This is an optimization exercise on Yosys and OpenROAD, whose aim is small area, not a production implementation. At most, simulation tests tie the RTL to the original design; equivalence was not proved. The clock port is modelled as an ideal driver, which makes a skipped or thinned clock tree look cheaper than it is; a real chip needs a root buffer or a tree. Power is estimated from default activity; no workload was simulated.

== run P ==
==> flow/design.v <==
module key_xd(
    input            clk,
    input            rst_n,
    input      [2:0] key_in,
    output reg [2:0] key_vld
);
reg  [2:0] key_in_ff0;
reg  [2:0] key_in_ff1;
reg  [9:0] cnt;
reg        flag_add;
wire       add_cnt = !flag_add && !(&key_in_ff1);
wire [9:0] cnt_nxt = {cnt[8:0], cnt[9] ^ cnt[2]};
wire       end_cnt = add_cnt && ~|{cnt[8:4], cnt[2:0]};
always @(posedge clk or negedge rst_n) begin
    if (!rst_n) begin
        key_in_ff0 <= 3'b111;
        key_in_ff1 <= 3'b111;
    end else begin
        key_in_ff0 <= key_in;
        key_in_ff1 <= key_in_ff0;
    end
end
always @(posedge clk or negedge rst_n) begin
    if (!rst_n)
        cnt <= 10'd9;
    else if (add_cnt)
        cnt <= cnt_nxt;
    else
        cnt <= 10'd9;
end
always @(posedge clk or negedge rst_n) begin
    if (!rst_n)
        flag_add <= 1'b0;
    else if (end_cnt)
        flag_add <= 1'b1;
    else if (&key_in_ff1)
        flag_add <= 1'b0;
end
always @(posedge clk or negedge rst_n) begin
    if (!rst_n)
        key_vld <= 3'b000;
    else
        key_vld <= end_cnt ? ~key_in_ff1 : 3'b000;
end
endmodule
module key_xd_seg(
    input        clk,
    input        rst_n,
    output [7:0] seg_sel,
    output [6:0] segment,
    input  [2:0] key
);
wire [2:0] key_out;
key_xd key_xd(.clk(clk), .rst_n(rst_n), .key_in(key), .key_vld(key_out));
reg  [9:0]  q0;
reg  [2:0]  q1;
wire        q0_z   = ~|{q0[8:4], q0[1:0]};
wire        q0_c   = q0_z & ~q0[2];       
wire        scan_on = ~(q0_z & ~q0[3]);   
wire [9:0]  q0_l   = {q0[8:0], q0[9] ^ q0[2]};
wire [2:0]  q1_n   = q1 + {2'd0, q0_c};
always @(posedge clk or negedge rst_n) begin
    if (!rst_n) begin
        q0 <= 10'd4;
        q1 <= 3'd0;
    end else begin
        q0 <= {q0_l[9:5], q0_l[4] & ~q0_c, q0_l[3] | q0_c, q0_l[2:0]};
        q1 <= q1_n;
    end
end
reg       key_set1;
reg [2:0] key_set2;
reg       key_set3;
always @(posedge clk or negedge rst_n) begin
    if (!rst_n) begin
        key_set1 <= 1'b0;
        key_set2 <= 3'd0;
        key_set3 <= 1'b0;
    end else begin
        key_set1 <= key_set1 ^ key_out[0];
        key_set3 <= key_out[2];
        if (key_set1) begin
            if (key_set2 > 3'd5)
                key_set2 <= 3'd0;
            else if (key_out[1])
                key_set2 <= key_set2 + 3'd1;
        end
    end
end
wire set_inc = key_set1 & key_set3;
reg  [15:0] cnt_1s;
wire [15:0] s_l    = {cnt_1s[14:0], cnt_1s[15] ^ cnt_1s[13] ^ cnt_1s[12] ^ cnt_1s[10]};
wire        s_end  = cnt_1s[15] & ~cnt_1s[14] & ~cnt_1s[13] & ~cnt_1s[12] & cnt_1s[11]
                   & cnt_1s[10] & cnt_1s[8] & ~cnt_1s[7] & ~cnt_1s[6] & cnt_1s[5]
                   & cnt_1s[4] & cnt_1s[2] & ~cnt_1s[1] & cnt_1s[0];
wire        tick   = !key_set1 && s_end;
always @(posedge clk or negedge rst_n) begin
    if (!rst_n)
        cnt_1s <= 16'd4714;
    else if (!key_set1)
        cnt_1s <= {s_l[15:12], s_l[11] & ~s_end, s_l[10:0]};
end
reg  [14:0] cnt_b;
reg         flash;
wire [14:0] b_l    = {cnt_b[13:0], cnt_b[14] ^ cnt_b[13]};
wire        b_end  = cnt_b[14] & ~cnt_b[13] & ~cnt_b[11] & ~cnt_b[10] & cnt_b[9]
                   & cnt_b[8] & cnt_b[7] & ~cnt_b[6] & ~cnt_b[5] & ~cnt_b[4]
                   & ~cnt_b[3] & ~cnt_b[0];
always @(posedge clk or negedge rst_n) begin
    if (!rst_n) begin
        cnt_b <= 15'd1795;
        flash <= 1'b0;
    end else if (key_set1) begin
        cnt_b <= {b_l[14:2], b_l[1] | b_end, b_l[0]};
        flash <= flash ^ b_end;
    end
end
reg [3:0] sec1;
reg [2:0] sec2;
reg [3:0] min1;
reg [2:0] min2;
reg [1:0] hou1;
reg [1:0] hou2;
wire a_s1 = tick || (set_inc && key_set2 == 3'd0);
wire e_s1 = a_s1 && sec1 == 4'd9;
wire a_s2 = e_s1 || (set_inc && key_set2 == 3'd1);
wire e_s2 = a_s2 && sec2 == 3'd5;
wire a_m1 = e_s2 || (set_inc && key_set2 == 3'd2);
wire e_m1 = a_m1 && min1 == 4'd9;
wire a_m2 = e_m1 || (set_inc && key_set2 == 3'd3);
wire e_m2 = a_m2 && min2 == 3'd5;
wire a_h1 = e_m2 || (set_inc && key_set2 == 3'd4);
wire e_h1 = a_h1 && hou2 == 2'd2 && hou1 == 2'd3;
wire a_h2 = e_h1 || (set_inc && key_set2 == 3'd5);
wire e_h2 = a_h2 && hou2 == 2'd2;
always @(posedge clk or negedge rst_n) begin
    if (!rst_n) begin
        sec1 <= 4'd0; sec2 <= 3'd0;
        min1 <= 4'd0; min2 <= 3'd0;
        hou1 <= 2'd3; hou2 <= 2'd2;
    end else begin
        if (a_s1) sec1 <= e_s1 ? 4'd0 : sec1 + 4'd1;
        if (a_s2) sec2 <= e_s2 ? 3'd0 : sec2 + 3'd1;
        if (a_m1) min1 <= e_m1 ? 4'd0 : min1 + 4'd1;
        if (a_m2) min2 <= e_m2 ? 3'd0 : min2 + 3'd1;
        if (a_h1) hou1 <= e_h1 ? 2'd0 : hou1 + 2'd1;
        if (a_h2) hou2 <= e_h2 ? 2'd0 : hou2 + 2'd1;
    end
end
reg [3:0] digit;
always @(*) begin
    case (q1_n)
    3'd0: digit = {2'd0, hou2};
    3'd1: digit = {2'd0, hou1};
    3'd2: digit = {1'd0, min2};
    3'd3: digit = min1;
    3'd4: digit = {1'd0, sec2};
    3'd5: digit = sec1;
    default: digit = 4'd0;
    endcase
end
wire blank = flash && q1_n < 3'd6 && key_set2 == 3'd5 - q1_n;
reg [3:0] sel;
always @(posedge clk or negedge rst_n) begin
    if (!rst_n)
        sel <= 4'd0;
    else
        sel <= blank ? 4'd10 : digit;
end
reg [6:0] seg;
always @(*) begin
    case (sel)
    4'd0: seg = 7'h01;
    4'd1: seg = 7'h4f;
    4'd2: seg = 7'h12;
    4'd3: seg = 7'h06;
    4'd4: seg = 7'h4c;
    4'd5: seg = 7'h24;
    4'd6: seg = 7'h20;
    4'd7: seg = 7'h0f;
    4'd8: seg = 7'h00;
    4'd9: seg = 7'h04;
    default: seg = 7'h7f;
    endcase
end
assign segment = seg;
assign seg_sel = scan_on ? ~(8'd1 << q1) : 8'hff;
endmodule
Settings: LEC_CHECK=0, CAP_MARGIN=20, CORE_MARGIN=2, CORE_UTILIZATION=40, SLEW_MARGIN=20; clock period 10.0 ns.
standard.sh (not shown) runs the stock make flow with config.mk's settings and CLKGATE_MAP_FILE= SYNTH_SCRIPT=/design/flow/synth_recipe.tcl, a recipe that flattens the netlist after the stock synthesis.
==> flow/flow/run.sh <==
#!/bin/bash
# Own layout flow: the standard flow (standard.sh), with
#  - synthesis: the standard flow's script, but ABC maps with an area-oriented script
#    (flow/area.abc) and the half/full-adder extraction is skipped;
#  - port buffers of the smallest buffer (buf_1);
#  - a one-level clock tree (flow/cts_manual.tcl) instead of TritonCTS.
# Every tool's output is in orfs/logs/ and flow_make.log in the work folder.
set -euo pipefail
W=$PWD
F=$W/flow
cat > $W/my_synth.tcl <<EOT
proc extract_fa {args} { puts "extract_fa skipped" }
proc abc {args} {
  set out {}
  set skip 0
  foreach a \$args {
    if {\$skip} { lappend out $F/area.abc; set skip 0; continue }
    if {\$a eq "-script"} { set skip 1 }
    lappend out \$a
  }
  yosys abc {*}\$out
}
source $W/synth_recipe.tcl
EOT
sed "s#SYNTH_SCRIPT=[^ ]*#SYNTH_SCRIPT=$W/my_synth.tcl#" $W/standard.sh > $W/my_standard.sh
grep -q "my_synth.tcl" $W/my_standard.sh
export CTS_LEAVES=${CTS_LEAVES:-4}
export CTS_LEAF_CELL=${CTS_LEAF_CELL:-sky130_fd_sc_hd__clkbuf_16}
bash $W/my_standard.sh \
  BUFFER_PORTS_ARGS="-buffer_cell sky130_fd_sc_hd__buf_1" \
  PRE_CTS_TCL=$F/cts_manual.tcl \
  finish > $W/flow_make.log 2>&1
Other scripts of this flow, unchanged in this note and not shown: flow/flow/area.abc, flow/flow/cts_manual.tcl
For run X, these inputs were changed with respect to run P:
--- a/flow/design.v
+++ b/flow/design.v
@@ -87,33 +87,33 @@
         end
     end
 end
 wire set_inc = key_set1 & key_set3;
-reg  [15:0] cnt_1s;
-wire [15:0] s_l    = {cnt_1s[14:0], cnt_1s[15] ^ cnt_1s[13] ^ cnt_1s[12] ^ cnt_1s[10]};
-wire        s_end  = cnt_1s[15] & ~cnt_1s[14] & ~cnt_1s[13] & ~cnt_1s[12] & cnt_1s[11]
-                   & cnt_1s[10] & cnt_1s[8] & ~cnt_1s[7] & ~cnt_1s[6] & cnt_1s[5]
-                   & cnt_1s[4] & cnt_1s[2] & ~cnt_1s[1] & cnt_1s[0];
-wire        tick   = !key_set1 && s_end;
-always @(posedge clk or negedge rst_n) begin
-    if (!rst_n)
-        cnt_1s <= 16'd4714;
-    else if (!key_set1)
-        cnt_1s <= {s_l[15:12], s_l[11] & ~s_end, s_l[10:0]};
-end
-reg  [14:0] cnt_b;
-reg         flash;
-wire [14:0] b_l    = {cnt_b[13:0], cnt_b[14] ^ cnt_b[13]};
-wire        b_end  = cnt_b[14] & ~cnt_b[13] & ~cnt_b[11] & ~cnt_b[10] & cnt_b[9]
-                   & cnt_b[8] & cnt_b[7] & ~cnt_b[6] & ~cnt_b[5] & ~cnt_b[4]
-                   & ~cnt_b[3] & ~cnt_b[0];
+reg  [9:0] rr;            
+reg  [5:0] s_hi;          
+reg  [4:0] b_hi;          
+reg        flash;
+wire       rr_j   = ~|{rr[8:4], rr[2:0]};                  
+wire [9:0] rr_l   = {rr[8:0], rr[9] ^ rr[2]};
+wire       r_wrap = ~key_set1 & ~rr[0] & rr[1] & ~rr[2] & ~rr[3] & ~rr[4]
+                  & ~rr[5] & ~rr[6] & rr[8] & ~rr[9];        
+wire       tick   = r_wrap && s_hi == 6'd49;
+wire       b_wrap = key_set1 && rr == q0;                    
 always @(posedge clk or negedge rst_n) begin
     if (!rst_n) begin
-        cnt_b <= 15'd1795;
+        rr    <= 10'd772;
+        s_hi  <= 6'd0;
+        b_hi  <= 5'd0;
         flash <= 1'b0;
-    end else if (key_set1) begin
-        cnt_b <= {b_l[14:2], b_l[1] | b_end, b_l[0]};
-        flash <= flash ^ b_end;
+    end else begin
+        if (!key_set1)
+            rr <= {rr_l[9:5], rr_l[4] & ~rr_j, rr_l[3] | rr_j, rr_l[2:0]};
+        if (r_wrap)
+            s_hi <= tick ? 6'd0 : s_hi + 6'd1;
+        if (b_wrap) begin
+            b_hi  <= b_hi == 5'd19 ? 5'd0 : b_hi + 5'd1;
+            flash <= flash ^ (b_hi == 5'd19);
+        end
     end
 end
 reg [3:0] sec1;
 reg [2:0] sec2;
Findings:
- Area of the mapped netlist (run X / run P): 0.940
- Run X and run P ended up with nearly the same clock edge transition at the registers on the reported setup and hold paths.
- Summary — sequential portion of the cell area, run X relative to run P: lower, by 3.3 points.
- [compare] base=run P new=run X: cell count after placement increased 10, row count went down 2.9%, number of optimization iterations in the first detailed-route pass went up.
- Portion of total power attributed to the clock network: run X vs run P up 1.9 points
- Depth of the worst register-to-register path ends up higher on run X.
- | global-route usage | lower: run P |
- Relative to run P, die area has decreased by 580 sq um in run X.
- [run X] sequential-to-total area share from yosys stat fell 3.4 points relative to run P
No functional check of the RTL was part of run P. No run of this note takes its clock network from TritonCTS; it comes from the design's own scripts or RTL.

==> what the ideal ports hide <==
The results above use ideal ports. As a check the final layouts listed here were re-extracted and re-timed, cells and wires unchanged.
Step 1 assumes that a clkbuf_16 drives the clock port and a buf_2 every other input.
Step 2 times the ports against the registers' clock, not the clock port: input delays grow and output delays shrink by t, the midpoint of the rising clock arrivals with the driver on.
Three values: ideal, step 1, step 2; two values: the first two.
| run | shift t [ns] | setup slack, ns | worst setup path at the end | slew at the worst register clock pin (ns) |
|---|---|---|---|---|
| run P | 0.227 | 5.770 / 5.770 / 5.770 | register to register | 0.09 / 0.09 |
| run X | 0.220 | 5.608 / 5.608 / 5.608 | register to register | 0.09 / 0.09 |
After both steps every run listed still meets setup and hold.
